This is an optimization exercise on Yosys and OpenROAD, whose aim is small area, a short achievable clock period and few clock cycles per item, not a production implementation.

Setup of build 97:
==> flow/design.v <==
`timescale  1ns/1ps
module ascon_round (
	input  wire [7:0]   rc,
	input  wire [319:0] s_i,
	output wire [319:0] s_o
);
	wire [63:0] x0 = s_i[319:256];
	wire [63:0] x1 = s_i[255:192];
	wire [63:0] x2 = s_i[191:128] ^ {56'h0, rc};
	wire [63:0] x3 = s_i[127:64];
	wire [63:0] x4 = s_i[63:0];
	wire [63:0] a0 = x0 ^ x4;
	wire [63:0] a4 = x4 ^ x3;
	wire [63:0] a2 = x2 ^ x1;
	wire [63:0] t0 = a0 ^ (~x1 & a2);
	wire [63:0] t1 = x1 ^ (~a2 & x3);
	wire [63:0] t2 = a2 ^ (~x3 & a4);
	wire [63:0] t3 = x3 ^ (~a4 & a0);
	wire [63:0] t4 = a4 ^ (~a0 & x1);
	wire [63:0] y0 = t0 ^ t4;
	wire [63:0] y1 = t1 ^ t0;
	wire [63:0] y2 = ~t2;
	wire [63:0] y3 = t3 ^ t2;
	wire [63:0] y4 = t4;
	assign s_o[319:256] = y0 ^ {y0[18:0], y0[63:19]} ^ {y0[27:0], y0[63:28]};
	assign s_o[255:192] = y1 ^ {y1[60:0], y1[63:61]} ^ {y1[38:0], y1[63:39]};
	assign s_o[191:128] = y2 ^ {y2[0],    y2[63:1]}  ^ {y2[5:0],  y2[63:6]};
	assign s_o[127:64]  = y3 ^ {y3[9:0],  y3[63:10]} ^ {y3[16:0], y3[63:17]};
	assign s_o[63:0]    = y4 ^ {y4[6:0],  y4[63:7]}  ^ {y4[40:0], y4[63:41]};
endmodule
module ascon_rounds #(parameter NR = 4) (
	input  wire [2:0]   k,
	input  wire [319:0] s_i,
	output wire [319:0] s_o
);
	wire [319:0] s [0:NR];
	assign s[0] = s_i;
	genvar j;
	generate
		for (j = 0; j < NR; j = j + 1) begin : g_round
			wire [3:0] idx = k * NR + j;
			ascon_round u_round (.rc({4'hf - idx, idx}), .s_i(s[j]), .s_o(s[j+1]));
		end
	endgenerate
	assign s_o = s[NR];
endmodule
`timescale  1ns/1ps
module ascon_core (
	input wire clk,
	input wire rst_n,
	input wire [127:0] key,
	input wire [127:0] nonce,
	input wire [1:0] sel_type,
	input wire mode_sel_encrypt_decrypt,
	input wire [31:0] data_length,
	input wire [31:0] data_position,
	input wire [127:0] data_in,
	output wire [127:0] data_out,
	input wire process_en_init,
	input wire process_en_AD_AM,
	input wire process_en_encrypt_decrypt,
	input wire process_en_hash,
	input wire process_en_final,
	output wire [127:0] tag,
	output wire done,
	output wire err
);
localparam NR  = 2;               
localparam P12 = 12 / NR;         
localparam P8  = 8 / NR;          
localparam [63:0] IV_AEAD = 64'h00001000808c0001;
localparam [319:0] PRE_HASH = (NR == 2) ?
	320'hd0dec9d479f0af4e_7f0feea630079ddc_2cf6dc20c037822f_948dfde831a83e05_dd78040e4043feae :
	320'h4740f245bc0c76ff_d578071adf1fb690_45ba4d506337ff24_8c4a8e07fbd955bb_d525610bfcfde575;
localparam [319:0] PRE_XOF  = (NR == 2) ?
	320'he924e7d906926c2f_60584a8fcc003863_979d0158c8a59d3b_d433b017e5d03a4b_3927cd25b0d5185c :
	320'h0519bbffa8745179_c8a682bea352b71e_55a2131bc1115dac_d74a922e079c137a_1a3c0e8ba19b67b6;
localparam [319:0] PRE_CXOF = (NR == 2) ?
	320'hdbe98318ee6adc1a_0203b625b2e4106c_c835fb883fad4657_068f9fbb0422d745_d75f32eab5baeec6 :
	320'h309b08246a320292_cf3993a8bbf5775b_52d6b4b4f664c208_0c64590081e89fe0_b073f5f7464b1ad6;
wire en_i = process_en_init;
wire en_a = process_en_AD_AM;
wire en_c = process_en_encrypt_decrypt;
wire en_h = process_en_hash;
wire en_f = process_en_final;
wire multi = (en_i & (en_a | en_c | en_h | en_f)) | (en_a & (en_c | en_h | en_f)) |
             (en_c & (en_h | en_f)) | (en_h & en_f);
assign err = (data_length < data_position) | multi;
reg  [2:0]   pend;    
reg          fin;     
reg          kx;      
reg          ds;      
reg  [2:0]   kp;      
reg  [319:0] S;
reg  [127:0] dout;
wire aead  = (sel_type == 2'b00);
wire [31:0] lmp = data_length - data_position;
wire full16 = |lmp[31:4];
wire full8  = |lmp[31:3];
wire len0   = ~|data_length;
wire p_le1  = (pend <= 3'd1);
wire comp   = (pend == 3'd1);         
wire adz    = en_a & aead & len0;                     
wire ab_ad  = en_a & p_le1 & ~(aead & len0);          
wire ab_c   = en_c & ~fin & p_le1;                    
wire ab_x   = ab_ad | ab_c;
wire last_c = ab_c & ~full16;                         
assign done = en_i | (en_a & (p_le1 | adz)) | ((en_c | en_h | en_f) & fin);
wire [319:0] R;
ascon_rounds #(.NR(NR)) u_rounds (.k(kp), .s_i(S), .s_o(R));
wire kx_ap = comp & (kx | en_f);
wire ds_ap = comp & (ds | adz);
wire [63:0] r3 = R[127:64] ^ ({64{kx_ap}} & key[127:64]) ^ ({64{last_c}} & key[63:0]);
wire [63:0] r4 = R[63:0]   ^ ({64{kx_ap}} & key[63:0])   ^ {ds_ap, 63'b0};
wire [63:0] r2 = R[191:128] ^ ({64{last_c}} & key[127:64]);
wire [3:0] n = aead ? lmp[3:0] : {1'b0, lmp[2:0]};
wire fl = aead ? full16 : full8;
wire dec = en_c & mode_sel_encrypt_decrypt;
wire [127:0] rate = R[319:192];
reg  [127:0] rate_n, out_n;
integer b;
always @(*) begin
	for (b = 0; b < 16; b = b + 1) begin : g_byte
		reg in_b, pd_b;
		reg [7:0] r_b, d_b;
		if (b < 8) begin
			r_b = rate[64 + 8*b +: 8];
			d_b = data_in[64 + 8*b +: 8];
			in_b = fl | (b < n);
			pd_b = ~fl & (b == n);
		end else begin
			r_b = rate[8*(b-8) +: 8];
			d_b = data_in[8*(b-8) +: 8];
			in_b = aead & (fl | (b < n));
			pd_b = aead & ~fl & (b == n);
		end
		if (b < 8) begin
			out_n[64 + 8*b +: 8] = in_b ? (r_b ^ d_b) : 8'h00;
			if (!ab_x)                rate_n[64 + 8*b +: 8] = r_b;
			else if (dec & in_b)      rate_n[64 + 8*b +: 8] = d_b;
			else                      rate_n[64 + 8*b +: 8] = r_b ^ (in_b ? d_b : 8'h00) ^ {7'b0, pd_b};
		end else begin
			out_n[8*(b-8) +: 8] = in_b ? (r_b ^ d_b) : 8'h00;
			if (!ab_x)                rate_n[8*(b-8) +: 8] = r_b;
			else if (dec & in_b)      rate_n[8*(b-8) +: 8] = d_b;
			else                      rate_n[8*(b-8) +: 8] = r_b ^ (in_b ? d_b : 8'h00) ^ {7'b0, pd_b};
		end
	end
end
wire [319:0] load = aead ? {IV_AEAD, key, nonce} :
                    (sel_type == 2'b01) ? PRE_HASH :
                    (sel_type == 2'b10) ? PRE_XOF : PRE_CXOF;
wire pass = en_a | en_c | en_h | en_f;
always @(posedge clk) begin
	if (en_i)
		S <= load;
	else if (pass)
		S <= {rate_n, r2, r3, r4};
	dout <= en_h ? {R[319:256], 64'h0} : out_n;
end
assign data_out = dout;
assign tag = {S[63:0], S[127:64]};
always @(posedge clk or negedge rst_n) begin
	if (~rst_n) begin
		pend <= 3'd0;
		fin  <= 1'b0;
		kx   <= 1'b0;
		ds   <= 1'b0;
	end else if (err) begin
		pend <= 3'd0;
		fin  <= 1'b0;
		kx   <= 1'b0;
		ds   <= 1'b0;
	end else if (en_i) begin
		pend <= aead ? P12[2:0] : 3'd1;
		fin  <= 1'b0;
		kx   <= aead;
		ds   <= 1'b0;
	end else if (pass) begin
		if (comp) kx <= 1'b0;
		if (en_a) begin
			if (ab_ad) begin
				pend <= aead ? P8[2:0] : P12[2:0];
				ds   <= aead & ~full16;
			end else begin
				pend <= pend - (|pend);
				if (adz) ds <= ~comp;
				else if (comp) ds <= 1'b0;
			end
		end else if (en_c) begin
			if (fin) begin
				pend <= pend - 3'd1;
				fin  <= 1'b0;
			end else if (ab_c) begin
				pend <= full16 ? P8[2:0] : P12[2:0];
				fin  <= 1'b1;
				if (comp) ds <= 1'b0;
			end else begin
				pend <= pend - 3'd1;
			end
		end else if (en_h) begin
			if (fin) begin
				pend <= P12[2:0] - 3'd1;
				fin  <= 1'b0;
			end else begin
				pend <= pend - (|pend);
				fin  <= p_le1;
			end
		end else begin  
			if (fin) begin
				fin  <= 1'b0;
			end else begin
				pend <= pend - (|pend);
				fin  <= p_le1;
			end
		end
	end
end
always @(posedge clk or negedge rst_n) begin
	if (~rst_n)
		kp <= 3'd0;
	else if (en_i)
		kp <= aead ? 3'd0 : P12[2:0] - 3'd1;
	else if (pass) begin
		if (ab_ad)
			kp <= aead ? P12[2:0] - P8[2:0] : 3'd0;
		else if (ab_c)
			kp <= full16 ? P12[2:0] - P8[2:0] : 3'd0;
		else if (en_h & ~fin & p_le1)
			kp <= 3'd0;
		else
			kp <= kp + 3'd1;
	end
end
endmodule
==> flow/config.mk <==
export PLATFORM = sky130hd
export DESIGN_NAME = ascon_core
export DESIGN_NICKNAME = ascon_core
export VERILOG_FILES = /design/flow/design.v
export SDC_FILE = /design/flow/constraint.sdc
export NUM_CORES = 8
export LEC_CHECK = 0
export CAP_MARGIN = 30
export CORE_MARGIN = 2
export CORE_UTILIZATION = 40
export SLEW_MARGIN = 30
==> flow/constraint.sdc <==
create_clock -name core_clock -period 13.0 [get_ports {clk}]
set_input_delay 2.6000 -clock core_clock [delete_from_list [all_inputs] [get_ports {clk}]]
set_output_delay 2.6000 -clock core_clock [all_outputs]
set_load 0.01 [all_outputs]
standard.sh (not shown) runs the stock make flow with config.mk's settings and CLKGATE_MAP_FILE= SYNTH_SCRIPT=/design/flow/synth_recipe.tcl, a recipe that flattens the netlist after the stock synthesis.
==> flow/flow/run.sh <==
#!/bin/bash
# The standard layout, with timing repair aimed at a tighter period than the clock.
set -euo pipefail
bash standard.sh SETUP_SLACK_MARGIN=7.5 finish > standard_flow.log 2>&1
The following lists how build 80 was set up differently from build 97:
- SETUP_SLACK_MARGIN now 5, previously not set
==> flow/run.sh (new file) <==
#!/bin/bash
# synth_recipe.tcl (not shown) runs the flow's synth.tcl, then flattens the netlist and writes it again
# the make line also repeats each setting of config.mk as NAME=value (left out here)
make -C /OpenROAD-flow-scripts/flow DESIGN_CONFIG=/design/flow/config.mk WORK_HOME=/design/flow/orfs CLKGATE_MAP_FILE= SYNTH_SCRIPT=/design/flow/synth_recipe.tcl finish
removed: flow/flow/run.sh
removed: flow/standard.sh
## What came out
Build 80 has minimum hold slack above what build 97 had.
Build 80 against build 97: critical path depth dropped 1, register-to-register slack dropped 0.42 ns, met3 global-route usage has decreased.
Here is what was changed in the inputs of build 68 compared with build 80.
- SETUP_SLACK_MARGIN no longer set, was 5
==> flow/flow/run.sh (new file) <==
#!/bin/bash
# The standard layout, with timing repair aimed at a tighter period than the clock.
set -euo pipefail
bash standard.sh SETUP_SLACK_MARGIN=6.5 finish > standard_flow.log 2>&1
==> flow/standard.sh (new file) <==
#!/bin/bash
# synth_recipe.tcl (not shown) runs the flow's synth.tcl, then flattens the netlist and writes it again
# the make line also repeats each setting of config.mk as NAME=value (left out here)
make -C /OpenROAD-flow-scripts/flow DESIGN_CONFIG=/design/flow/config.mk WORK_HOME=/design/flow/orfs CLKGATE_MAP_FILE= SYNTH_SCRIPT=/design/flow/synth_recipe.tcl "${@:-finish}"
removed: flow/run.sh
==> comparison <==
In the flow results for build 68 and build 80, the worst relative slew slack is smaller on build 68. Compared with build 80, in build 68 routed wire length saw an increase, critical path's largest stage delay saw an increase.
No functional check of the RTL was part of any run of this note.

==> separate check: timing with driven ports <==
The flow's constraints put no driver on any port. The routed layouts listed below were extracted and timed again, unchanged, in two steps.
Step 1 sets driving cells, clkbuf_16 on the clock port and buf_2 on the other inputs (assumed; they add their load-dependent delay and slew).
Step 2 also shifts input and output timing later by t, the mid clock arrival at the registers, as if the neighbouring blocks saw the same clock.
Three values: ideal, step 1, step 2; two values: the first two.
run | t (ns) | setup WS [ns] | hold WS [ns] | clock arrival spread, ns | worst data-port slew with drivers (ns)
build 97 | 0.820 | 5.437 / 5.356 / 5.356 | 0.567 / 0.567 / 0.567 | 0.043 / 0.043 | 0.24
build 80 | 0.790 | 5.023 / 4.996 / 4.459 | 0.575 / 0.575 / 0.575 | 0.036 / 0.036 | 0.21
build 68 | 0.791 | 5.393 / 5.312 / 4.689 | 0.582 / 0.582 / 0.582 | 0.062 / 0.062 | 0.21
After both steps every run listed still meets setup and hold. The setup slack of build 68, which loses most, moves by -0.081 ns with the drivers and by -0.704 ns with both steps.
